From an optimization exercise on the open Yosys and OpenROAD flow, aimed at small area, a short achievable clock period and few clock cycles per item; shortcuts taken in it are not production practice. Where RTL was checked, it was by simulation tests only, not by an equivalence proof against the original.

## north
==> flow/design.v <==
module fpadder (output logic [31:0] sum, output logic ready,
		 input logic [31:0] a, input logic clock, nreset);
logic s_a, s_b, s_c, s_v, s_n;
logic [31:0] R;           
logic [23:0] Q;           
logic        sub;         
logic        flip;        
logic [7:0]  eA, eB, dd;
logic        azero, bzero, swp, aspec, bspec, nan;
logic [23:0] mS, mSal;
always_comb begin
  eA = R[30:23];
  eB = a[30:23];
  azero = (R[30:0] == '0);
  bzero = (a[30:0] == '0);
  swp = (eA < eB) | azero;
  dd  = swp ? (eB - eA) : (eA - eB);
  aspec = (eA == 8'hff);
  bspec = (eB == 8'hff);
  nan = (aspec && (R[22:0] != '0)) || (bspec && (a[22:0] != '0))
        || (aspec && bspec && (R[31] ^ a[31]));
  mS = {1'b1, swp ? R[22:0] : a[22:0]};
  mSal = (azero || bzero || dd >= 8'd24) ? 24'd0 : (mS >> dd[4:0]);
end
function automatic logic [24:0] sk_add(input logic [23:0] x, y, input logic ci);
  logic [24:0] g, p;
  logic [23:0] h;
  h = x ^ y;
  g = {x & y, ci};
  p = {h, 1'b0};
  for (int l = 0; l < 5; l++)
    for (int i = 0; i < 25; i++)
      if (((i >> l) & 1) == 1) begin
        g[i] = g[i] | (p[i] & g[((i >> l) << l) - 1]);
        p[i] = p[i] & p[((i >> l) << l) - 1];
      end
  sk_add = {g[24], h ^ g[23:0]};
endfunction
logic [23:0] p, q;
logic [24:0] D;
logic        neg, far, cy, ovf;
always_comb begin
  p = {1'b1, R[22:0]} & {24{~s_v}};
  q = Q ^ {24{sub}};
  D = sk_add(p, q, sub);
  neg = sub & ~D[24] & s_c;             
  far = sub ? (D[24] | s_v) & D[23] : 1'b1;
  cy  = ~sub & D[24];                   
  ovf = cy & (R[30:23] == 8'hfe);
end
logic [4:0]  lz;
logic [23:0] N;
always_comb begin
  lz = 5'd0;
  for (int i = 0; i < 24; i++)
    if (Q[i]) lz = 5'(23 - i);
  N = Q << lz;
end
assign ready = s_n | ((s_c | s_v) & ~neg & far);
always_comb begin
  if (s_n)
    sum = {R[31] ^ flip, R[30:23] - {3'd0, lz}, N[22:0]};
  else if (cy)
    sum = {R[31], R[30:23] + 8'd1, D[23:1] & {23{~ovf}}};
  else
    sum = {R[31] ^ s_v, R[30:23], D[22:0]};
end
always_ff @(posedge clock, negedge nreset)
  if (~nreset) begin
    {s_a, s_b, s_c, s_v, s_n} <= '0;
  end else begin
    s_a <= ready;
    s_b <= s_a;
    s_c <= s_b & ~(aspec | bspec);
    s_v <= s_c & neg;
    s_n <= (s_b & (aspec | bspec)) | ((s_c | s_v) & ~neg & ~far)
         | ~(s_a | s_b | s_c | s_v | s_n);
  end
always_ff @(posedge clock) begin
  flip <= 1'b0;
  if (~(s_a | s_b | s_c | s_v | s_n)) begin
    R <= '0;
    Q <= '0;
  end else if (s_b) begin
    if (aspec | bspec) begin
      R[31:23] <= {nan | (aspec ? R[31] : a[31]), 8'hff};
      Q <= {1'b1, {23{nan}}};
    end else begin
      if (swp) R <= a;
      Q <= mSal;
    end
    sub  <= R[31] ^ a[31];
  end else begin
    Q <= D[23:0];
    flip <= s_v;
    if (s_c & sub & (D[23:0] == '0))
      R[31:23] <= '0;
    if (s_a | s_n)
      R <= a;
  end
end
endmodule
Settings: LEC_CHECK=0, ABC_AREA=1, CAP_MARGIN=20, CORE_MARGIN=2, CORE_UTILIZATION=40, SLEW_MARGIN=20; clock period 5.0 ns.
standard.sh (not shown) runs the stock make flow with config.mk's settings and CLKGATE_MAP_FILE= SYNTH_SCRIPT=/design/flow/synth_recipe.tcl, a recipe that flattens the netlist after the stock synthesis.
==> flow/flow/run.sh <==
#!/bin/bash
# Standard layout (standard synthesis unchanged), except that the ports are
# buffered with plain buffers instead of the resizer's default pick (a delay
# cell).
set -euo pipefail
export BUFFER_PORTS_ARGS="-buffer_cell sky130_fd_sc_hd__buf_2"
bash standard.sh synth > synth.log 2>&1
bash standard.sh > layout.log 2>&1
north reached the end of the flow, and the finished layout is clean on the timing, design-rule and antenna checks.
Testbench counts of north, summed over its fixed seeds: cycles 106,173, ops 32,000.
Changes in south relative to north:
--- a/flow/design.v
+++ b/flow/design.v
@@ -19,33 +19,41 @@
   bspec = (eB == 8'hff);
   nan = (aspec && (R[22:0] != '0)) || (bspec && (a[22:0] != '0))
         || (aspec && bspec && (R[31] ^ a[31]));
   mS = {1'b1, swp ? R[22:0] : a[22:0]};
   mSal = (azero || bzero || dd >= 8'd24) ? 24'd0 : (mS >> dd[4:0]);
 end
-function automatic logic [24:0] sk_add(input logic [23:0] x, y, input logic ci);
-  logic [24:0] g, p;
+function automatic logic [24:0] bk_add(input logic [23:0] x, y, input logic ci);
+  logic [24:0] g, p, gg, pp;
   logic [23:0] h;
   h = x ^ y;
   g = {x & y, ci};
   p = {h, 1'b0};
+  gg = g;
+  pp = p;
   for (int l = 0; l < 5; l++)
     for (int i = 0; i < 25; i++)
-      if (((i >> l) & 1) == 1) begin
-        g[i] = g[i] | (p[i] & g[((i >> l) << l) - 1]);
-        p[i] = p[i] & p[((i >> l) << l) - 1];
+      if ((i + 1) % (2 << l) == 0) begin
+        gg[i] = gg[i] | (pp[i] & gg[i - (1 << l)]);
+        pp[i] = pp[i] & pp[i - (1 << l)];
       end
-  sk_add = {g[24], h ^ g[23:0]};
+  for (int l = 3; l >= 0; l--)
+    for (int i = 0; i < 25; i++)
+      if ((i + 1) % (2 << l) == (1 << l) && i >= (2 << l)) begin
+        gg[i] = gg[i] | (pp[i] & gg[i - (1 << l)]);
+        pp[i] = pp[i] & pp[i - (1 << l)];
+      end
+  bk_add = {gg[24], h ^ gg[23:0]};
 endfunction
 logic [23:0] p, q;
 logic [24:0] D;
 logic        neg, far, cy, ovf;
 always_comb begin
   p = {1'b1, R[22:0]} & {24{~s_v}};
   q = Q ^ {24{sub}};
-  D = sk_add(p, q, sub);
+  D = bk_add(p, q, sub);
   neg = sub & ~D[24] & s_c;             
   far = sub ? (D[24] | s_v) & D[23] : 1'b1;
   cy  = ~sub & D[24];                   
   ovf = cy & (R[30:23] == 8'hfe);
 end
 logic [4:0]  lz;
--- outcome ---
south finished every stage; the final checks, however, were not passed, the failures being setup timing.
north -> south: max capacitance violation total delta 0, exact match
Fraction of area in registers down 0.80 points in south wrt north
Taking north as the reference, in south cell count down 8; total DRC errors in the routed layout flat; vias after detailed routing dropped 187.
For south, only the layout was checked, not whether the RTL still works.


Starts from the design.v that is shown in full above.
export LEC_CHECK = 0
export ABC_AREA = 1
export CAP_MARGIN = 20
export CORE_MARGIN = 2
export CORE_UTILIZATION = 40
export CTS_BUF_LIST = sky130_fd_sc_hd__clkbuf_8
export SLEW_MARGIN = 20
create_clock -name core_clock -period 5.0 [get_ports {clock}]
==> flow/flow/run.sh <==
#!/bin/bash
# Standard layout (standard synthesis unchanged), except that the ports are
# buffered with small plain buffers instead of the resizer's default pick (a delay
# cell).
set -euo pipefail
export BUFFER_PORTS_ARGS="-buffer_cell sky130_fd_sc_hd__buf_1"
bash standard.sh synth > synth.log 2>&1
bash standard.sh > layout.log 2>&1
Testbench counts at the start, summed over its fixed seeds: cycles 106,173, ops 32,000.
Then changed:
--- a/flow/design.v
+++ b/flow/design.v
@@ -51,18 +51,33 @@
 logic [4:0]  lz;
 logic [23:0] N;
+logic [31:0] zt [0:5];
+logic [4:0]  ct [0:5][0:31];
 always_comb begin
-  lz = 5'd0;
-  for (int i = 0; i < 24; i++)
-    if (Q[i]) lz = 5'(23 - i);
+  for (int i = 0; i < 32; i++) begin
+    zt[0][i] = (i < 8) ? 1'b0 : ~Q[i - 8];
+    ct[0][i] = 5'd0;
+  end
+  for (int k = 1; k <= 5; k++)
+    for (int g = 0; g < 32; g++) begin
+      zt[k][g] = 1'b0;
+      ct[k][g] = 5'd0;
+      if (g < (32 >> k)) begin
+        zt[k][g] = zt[k-1][2*g+1] & zt[k-1][2*g];
+        ct[k][g] = zt[k-1][2*g+1] ? (ct[k-1][2*g] | 5'(1 << (k-1)))
+                                  : ct[k-1][2*g+1];
+      end
+    end
+  lz = ct[5][0];
   N = Q << lz;
 end
 assign ready = s_n | ((s_c | s_v) & ~neg & far);
 always_comb begin
+  sum[31] = R[31] ^ (s_n ? flip : s_v);
   if (s_n)
-    sum = {R[31] ^ flip, R[30:23] - {3'd0, lz}, N[22:0]};
+    sum[30:0] = {R[30:23] - {3'd0, lz}, N[22:0]};
   else if (cy)
-    sum = {R[31], R[30:23] + 8'd1, D[23:1] & {23{~ovf}}};
+    sum[30:0] = {R[30:23] + 8'd1, D[23:1] & {23{~ovf}}};
   else
-    sum = {R[31] ^ s_v, R[30:23], D[22:0]};
+    sum[30:0] = {R[30:23], D[22:0]};
 end
 always_ff @(posedge clock, negedge nreset)
@@ -80,5 +95,5 @@
   flip <= 1'b0;
   if (~(s_a | s_b | s_c | s_v | s_n)) begin
-    R <= '0;
+    R[31:23] <= {1'b0, 8'd24};
     Q <= '0;
   end else if (s_b) begin
@@ -95,5 +110,5 @@
     flip <= s_v;
     if (s_c & sub & (D[23:0] == '0))
-      R[31:23] <= '0;
+      R[31:23] <= {1'b0, 8'd24};         
     if (s_a | s_n)
       R <= a;
The new run ran to the end with no violations.
Via count is higher by 3.7%.
Cell area rose by 6.0%.
Clock-buffer cell count fell by 1.
Worst hold slack improved by 0.024 ns.
Cell count went up by 3.5%.
Wire length went up by 4.4%.
Setup slack degrades by 0.014 ns.
Global-route usage shrinks by 1.2 points.
Critical path depth fell by 3.
Non-clock buffer count does not change.
The RTL of the second run of this note was laid out without a check of its function.


RTL: the design.v shown in full above, as it stands there.
Settings: LEC_CHECK=0, CAP_MARGIN=20, CORE_MARGIN=2, CORE_UTILIZATION=40, SLEW_MARGIN=20; clock period 5.0 ns.
==> flow/flow/run.sh <==
#!/bin/bash
# Standard layout (standard synthesis unchanged), except that the ports are
# buffered with plain buffers instead of the resizer's default pick (a delay
# cell).
set -euo pipefail
export BUFFER_PORTS_ARGS="-buffer_cell sky130_fd_sc_hd__buf_2"
bash standard.sh synth > synth.log 2>&1
bash standard.sh > layout.log 2>&1
Testbench counts at the start, summed over its fixed seeds: cycles 106,173, ops 32,000.
Edit:
--- a/flow/design.v
+++ b/flow/design.v
@@ -5,4 +5,5 @@
 logic [23:0] Q;           
 logic        sub;         
+logic        spec;        
 logic        flip;        
 logic [7:0]  eA, eB, dd;
@@ -21,20 +22,5 @@
         || (aspec && bspec && (R[31] ^ a[31]));
   mS = {1'b1, swp ? R[22:0] : a[22:0]};
-  mSal = (azero || bzero || dd >= 8'd24) ? 24'd0 : (mS >> dd[4:0]);
 end
-function automatic logic [24:0] sk_add(input logic [23:0] x, y, input logic ci);
-  logic [24:0] g, p;
-  logic [23:0] h;
-  h = x ^ y;
-  g = {x & y, ci};
-  p = {h, 1'b0};
-  for (int l = 0; l < 5; l++)
-    for (int i = 0; i < 25; i++)
-      if (((i >> l) & 1) == 1) begin
-        g[i] = g[i] | (p[i] & g[((i >> l) << l) - 1]);
-        p[i] = p[i] & p[((i >> l) << l) - 1];
-      end
-  sk_add = {g[24], h ^ g[23:0]};
-endfunction
 logic [23:0] p, q;
 logic [24:0] D;
@@ -42,6 +28,6 @@
 always_comb begin
   p = {1'b1, R[22:0]} & {24{~s_v}};
-  q = Q ^ {24{sub}};
-  D = sk_add(p, q, sub);
+  q = Q;
+  D = {1'b0, p} + {1'b0, q} + {24'd0, sub};
   neg = sub & ~D[24] & s_c;             
   far = sub ? (D[24] | s_v) & D[23] : 1'b1;
@@ -55,7 +41,16 @@
   for (int i = 0; i < 24; i++)
     if (Q[i]) lz = 5'(23 - i);
-  N = Q << lz;
 end
-assign ready = s_n | ((s_c | s_v) & ~neg & far);
+logic [23:0] shin, shout, qrev;
+logic [4:0]  sha;
+always_comb begin
+  for (int i = 0; i < 24; i++) qrev[i] = Q[23 - i];
+  shin  = s_n ? qrev : mS;
+  sha   = s_n ? lz : dd[4:0];
+  shout = (~s_n & (azero || bzero || dd >= 8'd24)) ? 24'd0 : (shin >> sha);
+  for (int i = 0; i < 24; i++) N[i] = shout[23 - i];
+  mSal = shout;
+end
+assign ready = s_n | ((s_c | s_v) & ~spec & ~neg & far);
 always_comb begin
   if (s_n)
@@ -72,8 +67,7 @@
     s_a <= ready;
     s_b <= s_a;
-    s_c <= s_b & ~(aspec | bspec);
-    s_v <= s_c & neg;
-    s_n <= (s_b & (aspec | bspec)) | ((s_c | s_v) & ~neg & ~far)
-         | ~(s_a | s_b | s_c | s_v | s_n);
+    s_c <= s_b;
+    s_v <= s_c & ~spec & neg;
+    s_n <= ((s_c | s_v) & (spec | (~neg & ~far))) | ~(s_a | s_b | s_c | s_v | s_n);
   end
 always_ff @(posedge clock) begin
@@ -88,15 +82,15 @@
     end else begin
       if (swp) R <= a;
-      Q <= mSal;
+      Q <= mSal ^ {24{R[31] ^ a[31]}};
     end
     sub  <= R[31] ^ a[31];
-  end else begin
-    Q <= D[23:0];
+    spec <= aspec | bspec;
+  end else if ((s_c | s_v) & ~spec) begin
+    Q <= D[23:0] ^ {24{neg}};          
     flip <= s_v;
-    if (s_c & sub & (D[23:0] == '0))
+    if (s_c & sub & (({1'b1, R[22:0]} ^ Q) == '1))
       R[31:23] <= '0;
-    if (s_a | s_n)
-      R <= a;
-  end
+  end else if (s_a | s_n)
+    R <= a;
 end
 endmodule
The changed run finished but failed the layout checks on setup timing.
Fmax fell by 9.8%.
Non-clock buffer count rose by 230.
Final cell count rose by 23%.
Setup slack is worse by 520 ps.
Core utilization rose by 12 points.
Die area rose by 1.3%.
Sequential share of layout area fell by 2.4 points.
Routed wire length rose by about 30%.
Via count rose by 22%.
For the second run of this note, only the layout was checked, not whether the RTL still works.


red:
fpadder, a different RTL version from the one above (not shown whole).
For scale: roughly 63 flip-flops, roughly 67 I/O pins, about 8400 um2 of cells after synthesis.
==> module fpadder, before the edit <==
module fpadder (output logic [31:0] sum, output logic ready,
		 input logic [31:0] a, input logic clock, nreset);
logic s_a, s_b, s_c, s_v, s_n;
logic [31:0] R;           
logic [23:0] Q;           
logic        sub;         
logic        flip;        
logic [7:0]  eA, eB, dd;
logic        azero, bzero, swp, aspec, bspec, nan;
logic [23:0] mS, mSal;
always_comb begin
  eA = R[30:23];
  eB = a[30:23];
  azero = (R[30:0] == '0);
  bzero = (a[30:0] == '0);
  swp = (eA < eB) | azero;
  dd  = swp ? (eB - eA) : (eA - eB);
  aspec = (eA == 8'hff);
  bspec = (eB == 8'hff);
  nan = (aspec && (R[22:0] != '0)) || (bspec && (a[22:0] != '0))
        || (aspec && bspec && (R[31] ^ a[31]));
  mS = {1'b1, swp ? R[22:0] : a[22:0]};
  mSal = (azero || bzero || dd >= 8'd24) ? 24'd0 : (mS >> dd[4:0]);
end
logic [23:0] p, q;
logic [24:0] D;
logic        neg, far, cy, ovf;
always_comb begin
  p = {1'b1, R[22:0]} & {24{~s_v}};
  q = Q ^ {24{sub}};
  D = {1'b0, p} + {1'b0, q} + {24'd0, sub};
  neg = sub & ~D[24] & s_c;             
  far = sub ? (D[24] | s_v) & D[23] : 1'b1;
  cy  = ~sub & D[24];                   
  ovf = cy & (R[30:23] == 8'hfe);
end
logic [4:0]  lz;
logic [23:0] N;
always_comb begin
  lz = 5'd0;
  for (int i = 0; i < 24; i++)
    if (Q[i]) lz = 5'(23 - i);
  N = Q << lz;
end
assign ready = s_n | ((s_c | s_v) & ~neg & far);
always_comb begin
  if (s_n)
    sum = {R[31] ^ flip, R[30:23] - {3'd0, lz}, N[22:0]};
  else if (cy)
    sum = {R[31], R[30:23] + 8'd1, D[23:1] & {23{~ovf}}};
  else
    sum = {R[31] ^ s_v, R[30:23], D[22:0]};
end
always_ff @(posedge clock, negedge nreset)
  if (~nreset) begin
    {s_a, s_b, s_c, s_v, s_n} <= '0;
  end else begin
    s_a <= ready;
    s_b <= s_a;
    s_c <= s_b & ~(aspec | bspec);
    s_v <= s_c & neg;
    s_n <= (s_b & (aspec | bspec)) | ((s_c | s_v) & ~neg & ~far)
         | ~(s_a | s_b | s_c | s_v | s_n);
  end
always_ff @(posedge clock) begin
  flip <= 1'b0;
  if (~(s_a | s_b | s_c | s_v | s_n)) begin
    R <= '0;
    Q <= '0;
  end else if (s_b) begin
    if (aspec | bspec) begin
      R[31:23] <= {nan | (aspec ? R[31] : a[31]), 8'hff};
      Q <= {1'b1, {23{nan}}};
    end else begin
      if (swp) R <= a;
      Q <= mSal;
    end
    sub  <= R[31] ^ a[31];
  end else begin
    Q <= D[23:0];
    flip <= s_v;
    if (s_c & sub & (D[23:0] == '0))
      R[31:23] <= '0;
    if (s_a | s_n)
      R <= a;
  end
end
endmodule
==> flow/config.mk <==
export PLATFORM = sky130hd
export DESIGN_NAME = fpadder
export DESIGN_NICKNAME = fpadder
export VERILOG_FILES = /design/flow/design.v
export SDC_FILE = /design/flow/constraint.sdc
export NUM_CORES = 4
export LEC_CHECK = 0
export ABC_AREA = 1
export CAP_MARGIN = 20
export CORE_MARGIN = 2
export CORE_UTILIZATION = 40
export SLEW_MARGIN = 20
==> flow/constraint.sdc <==
create_clock -name core_clock -period 5.0 [get_ports {clock}]
set_input_delay 1.0000 -clock core_clock [delete_from_list [all_inputs] [get_ports {clock}]]
set_output_delay 1.0000 -clock core_clock [all_outputs]
set_load 0.01 [all_outputs]
Scripts as last shown in full above: flow/flow/run.sh
red finished every step from synthesis to the final layout, and the layout passed the timing, design-rule and antenna checks.
Testbench counts of red, summed over its fixed seeds: cycles 106,173, ops 32,000.
The inputs of blue differ from those of red as listed below.
diff --git a/flow/design.v b/flow/design.v
--- a/flow/design.v
+++ b/flow/design.v
@@ -4,6 +4,7 @@
 logic [31:0] R;           
 logic [23:0] Q;           
 logic        sub;         
+logic        spec;        
 logic        flip;        
 logic [7:0]  eA, eB, dd;
 logic        azero, bzero, swp, aspec, bspec, nan;
@@ -42,7 +43,7 @@
     if (Q[i]) lz = 5'(23 - i);
   N = Q << lz;
 end
-assign ready = s_n | ((s_c | s_v) & ~neg & far);
+assign ready = s_n | ((s_c | s_v) & ~spec & ~neg & far);
 always_comb begin
   if (s_n)
     sum = {R[31] ^ flip, R[30:23] - {3'd0, lz}, N[22:0]};
@@ -57,10 +58,9 @@
   end else begin
     s_a <= ready;
     s_b <= s_a;
-    s_c <= s_b & ~(aspec | bspec);
-    s_v <= s_c & neg;
-    s_n <= (s_b & (aspec | bspec)) | ((s_c | s_v) & ~neg & ~far)
-         | ~(s_a | s_b | s_c | s_v | s_n);
+    s_c <= s_b;
+    s_v <= s_c & ~spec & neg;
+    s_n <= ((s_c | s_v) & (spec | (~neg & ~far))) | ~(s_a | s_b | s_c | s_v | s_n);
   end
 always_ff @(posedge clock) begin
   flip <= 1'b0;
@@ -76,13 +76,13 @@
       Q <= mSal;
     end
     sub  <= R[31] ^ a[31];
-  end else begin
+    spec <= aspec | bspec;
+  end else if ((s_c | s_v) & ~spec) begin
     Q <= D[23:0];
     flip <= s_v;
     if (s_c & sub & (D[23:0] == '0))
       R[31:23] <= '0;
-    if (s_a | s_n)
-      R <= a;
-  end
+  end else if (s_a | s_n)
+    R <= a;
 end
 endmodule
Results
- From red to blue the numbers moved as follows: total number of placement rows has increased, design area now larger, multi-input gate share of the layout cell area now sits higher, detailed-routed wire length on met2 now larger.
- In the metrics for blue and red, the one carrying the lower initial cell density of the core is blue.
- Where die area is concerned, red is better than blue.
- The lower routed wire length per instance came out of red.
- blue vs. red: number of distinct library cells after synthesis went down by 8.6%.
- Compared with red, blue shows number of buffers other than clock buffers in the final layout that has gone down by a little under 10%.
- Delta (blue minus red): first-iteration DRC count now larger, slack of the critical path moved down.
Testbench counts of blue, summed over its fixed seeds: cycles 106,173, ops 32,000.

==> afterwards: timing with drivers on the ports <==
Ports are ideal in the flow. The routed layouts listed here were re-timed in OpenROAD. Step 1 sets driving cells, clkbuf_16 on the clock port and buf_2 on the other inputs (assumed; they add their load-dependent delay and slew). Step 2 times the ports against the registers' clock, not the clock port: input delays grow and output delays shrink by t, the midpoint of the rising clock arrivals with the driver on. a / b / c = ideal / step 1 / step 2; a / b = the first two.
run | t, ns | setup WS [ns] | cell pins on the clock port's net
north | 0.385 | 0.256 / 0.209 / 0.278 | 1
south | 0.374 | -0.530 / -0.571 / -0.197 | 1
the first run of note 2 | 0.408 | 0.266 / 0.226 / 0.283 | 1
the second run of note 2 | 0.400 | 0.252 / 0.213 / 0.613 | 1
the first run of note 3 | 0.378 | 0.147 / 0.102 / 0.304 | 1
the second run of note 3 | 0.394 | -0.378 / -0.431 / -0.431 | 1
red | 0.377 | 0.243 / 0.203 / 0.518 | 1
blue | 0.384 | 0.206 / 0.161 / 0.405 | 1
For the second run of note 3, which loses most, drivers alone change the setup slack by -0.053 ns; drivers and shift together by -0.053 ns.
